Context: an optimization exercise on an open-source flow, tuned for small area, a short achievable clock period and few clock cycles. The choices shown serve that exercise and are no tape-out recipe. The RTL was checked by simulation tests, not by an equivalence proof against the original design. Power figures rest on the tool's default switching activity, not on a simulated workload.

== job 101 ==
Design core, start of the top module:
module core
#(
    parameter PC_WIDTH = 32,
    parameter DATA_WIDTH = 32
)
(
    input  logic        clk,
    input  logic        async_rst_n,
    output logic [PC_WIDTH-1:0]   PC_F,
    input  logic [DATA_WIDTH-1:0] instruction,
    output logic                  write_enable,
    output logic [DATA_WIDTH-1:0] addr,
    output logic [DATA_WIDTH-1:0] data_to_dmem,
    output logic [3:0]            byte_enablers,
    input  logic [DATA_WIDTH-1:0] data_from_dmem
);
For scale: roughly 5500 cells after synthesis, roughly 1300 flip-flops, ~170 I/O pins, roughly 64000 µm² of cells after synthesis.
==> flow/config.mk <==
export PLATFORM = sky130hd
export DESIGN_NAME = core
export DESIGN_NICKNAME = core
export VERILOG_FILES = /design/flow/design.v
export SDC_FILE = /design/flow/constraint.sdc
export NUM_CORES = 8
export LEC_CHECK = 0
export CAP_MARGIN = 20
export CORE_MARGIN = 2
export CORE_UTILIZATION = 60
export PLACE_DENSITY = 0.75
export SLEW_MARGIN = 20
==> flow/constraint.sdc <==
create_clock -name core_clock -period 10.0 [get_ports {clk}]
set_input_delay 2.0000 -clock core_clock [delete_from_list [all_inputs] [get_ports {clk}]]
set_output_delay 2.0000 -clock core_clock [all_outputs]
set_load 0.01 [all_outputs]
standard.sh (not shown) runs the stock make flow with config.mk's settings and CLKGATE_MAP_FILE= SYNTH_SCRIPT=/design/flow/synth_recipe.tcl, a recipe that flattens the netlist after the stock synthesis.
==> flow/flow/run.sh <==
#!/bin/bash
set -euo pipefail
mapfile -t ARGS < flow/make_args
bash standard.sh "${ARGS[@]}" finish > standard_flow.log 2>&1
==> flow/flow/make_args <==
SETUP_SLACK_MARGIN=6.0
CTS_ARGS=-sink_clustering_enable -repair_clock_nets -dont_use_dummy_load -buf_list sky130_fd_sc_hd__clkbuf_16 -sink_clustering_size 25 -sink_clustering_max_diameter 60
Testbench counts of job 101, summed over its fixed seeds: cycles 58,520.
Setup changes, job 101 to job 102
-- flow/design.v --
<<< job 101, line 149
    assign is_opimm = ir[6:2] == 5'b00100;
    assign is_op    = ir[6:2] == 5'b01100;
    logic pred_F;
    assign pred_F = is_jal || (is_br && ir[31]);
    logic [31:2] f_imm;
    always_comb begin
>>> job 102, line 149
    assign is_opimm = ir[6:2] == 5'b00100;
    assign is_op    = ir[6:2] == 5'b01100;
    localparam int BHT_BITS = 3;
    logic [1:0] bht [0:(1<<BHT_BITS)-1];
    logic [BHT_BITS-1:0] bidx_F;
    assign bidx_F = pc_q[BHT_BITS+1:2];
    logic flip_F;
    assign flip_F = bht[bidx_F][1];
    logic pred_F;
    assign pred_F = is_jal || (is_br && (ir[31] ^ flip_F));
    logic [31:2] f_imm;
    always_comb begin
<<< job 101, line 163
    ks_add #(.W(30)) f_add (.a(pc_q), .b(f_imm), .cin(1'b0), .sum(f_target), .cout());
    assign f_seq = pc_q + 30'd1;
    assign f_alt = ((is_br && !ir[31]) || is_auipc) ? f_target : f_seq;
    logic        take_t;
    logic [31:2] pc_hold_seq, pc_next;
>>> job 102, line 169
    ks_add #(.W(30)) f_add (.a(pc_q), .b(f_imm), .cin(1'b0), .sum(f_target), .cout());
    assign f_seq = pc_q + 30'd1;
    assign f_alt = ((is_br && !pred_F) || is_auipc) ? f_target : f_seq;
    logic        take_t;
    logic [31:2] pc_hold_seq, pc_next;
<<< job 101, line 247
    logic [31:0] a_E, b_E, x_E;
    logic [7:0]  rsel_E;
    logic        sub_E, sra_E, left_E, k_E;
    logic [2:0]  f3_E;
    logic        fa_M, fb_M, ob_M, ob_E, ob_X;
>>> job 102, line 253
    logic [31:0] a_E, b_E, x_E;
    logic [7:0]  rsel_E;
    logic        sub_E, sra_E, left_E, k_E, bwd_E, pred_E;
    logic [BHT_BITS-1:0] bidx_E;
    logic [2:0]  f3_E;
    logic        fa_M, fb_M, ob_M, ob_E, ob_X;
<<< job 101, line 276
        left_E <= !f3_F[2];
        k_E    <= k_F;
        f3_E   <= f3_F;
        fa_M   <= use1 && m1;
>>> job 102, line 283
        left_E <= !f3_F[2];
        k_E    <= k_F;
        bidx_E <= bidx_F;
        bwd_E  <= ir[31];
        pred_E <= pred_F;
        f3_E   <= f3_F;
        fa_M   <= use1 && m1;
<<< job 101, line 393
    end
    assign wb_next = ld_M ? ld_data : res_M;
endmodule
>>> job 102, line 403
    end
    assign wb_next = ld_M ? ld_data : res_M;
    logic taken_E;
    assign taken_E = pred_E ^ (cond ^ k_E);
    always_ff @(posedge clk or negedge async_rst_n) begin
        if (!async_rst_n) begin
            for (int j = 0; j < (1<<BHT_BITS); j++) bht[j] <= 2'b00;
        end
        else if (br_E) begin
            if (taken_E != bwd_E) begin
                if (bht[bidx_E] != 2'b11) bht[bidx_E] <= bht[bidx_E] + 2'b01;
            end
            else if (bht[bidx_E] != 2'b00) bht[bidx_E] <= bht[bidx_E] - 2'b01;
        end
    end
endmodule
### Flow results
- Sequential share of layout area for job 102 is lower than for job 101.
- Overall die width in job 102 vs job 101: up 0.75%
- Job 101 → job 102: global-route total usage across every layer down 0.53 points, total power consumption of the routed design up 3.5%.
- Compared with job 101, job 102 ends up with more cell area.
- Setup slack of the worst register-to-register path, job 101 and job 102, higher one = job 101.
- Summary — setup slack, job 102 relative to job 101: lower, by 0.17 ns.
- Summary — number of global-route vias before repair, job 102 relative to job 101: higher, by 1299.
- Job 102 vs job 101: transition time at the pin with the least slew margin up
- The die area of job 102 exceeds that of job 101 by 1600 µm².
Testbench counts of job 102, summed over its fixed seeds: cycles 57,539.

-- separate check: timing with driven ports --
No port has a modelled driver above. Below, the same layouts with a new extraction and two added sets of constraints.
Step 1: set_driving_cell puts a clkbuf_16 on clk and a buf_2 on each other input, an assumption about the parent block.
Step 2 moves the port delays by t, midway between the first and last clock arrival at a register: inputs arrive t later, outputs are due t later. That takes back most of the time a late clock gives input paths.
a / b / c = ideal / step 1 / step 2; a / b = the first two.
| run | t, ns | slack for setup (ns) | worst setup path after step 2 |
|---|---|---|---|
| job 101 | 0.801 | 5.731 / 5.587 / 4.786 | input to register |
| job 102 | 0.787 | 5.557 / 5.592 / 4.805 | input to register |
After both steps every run listed still meets setup and hold. For job 101, which loses most, drivers alone change the setup slack by -0.144 ns; drivers and shift together by -0.945 ns.
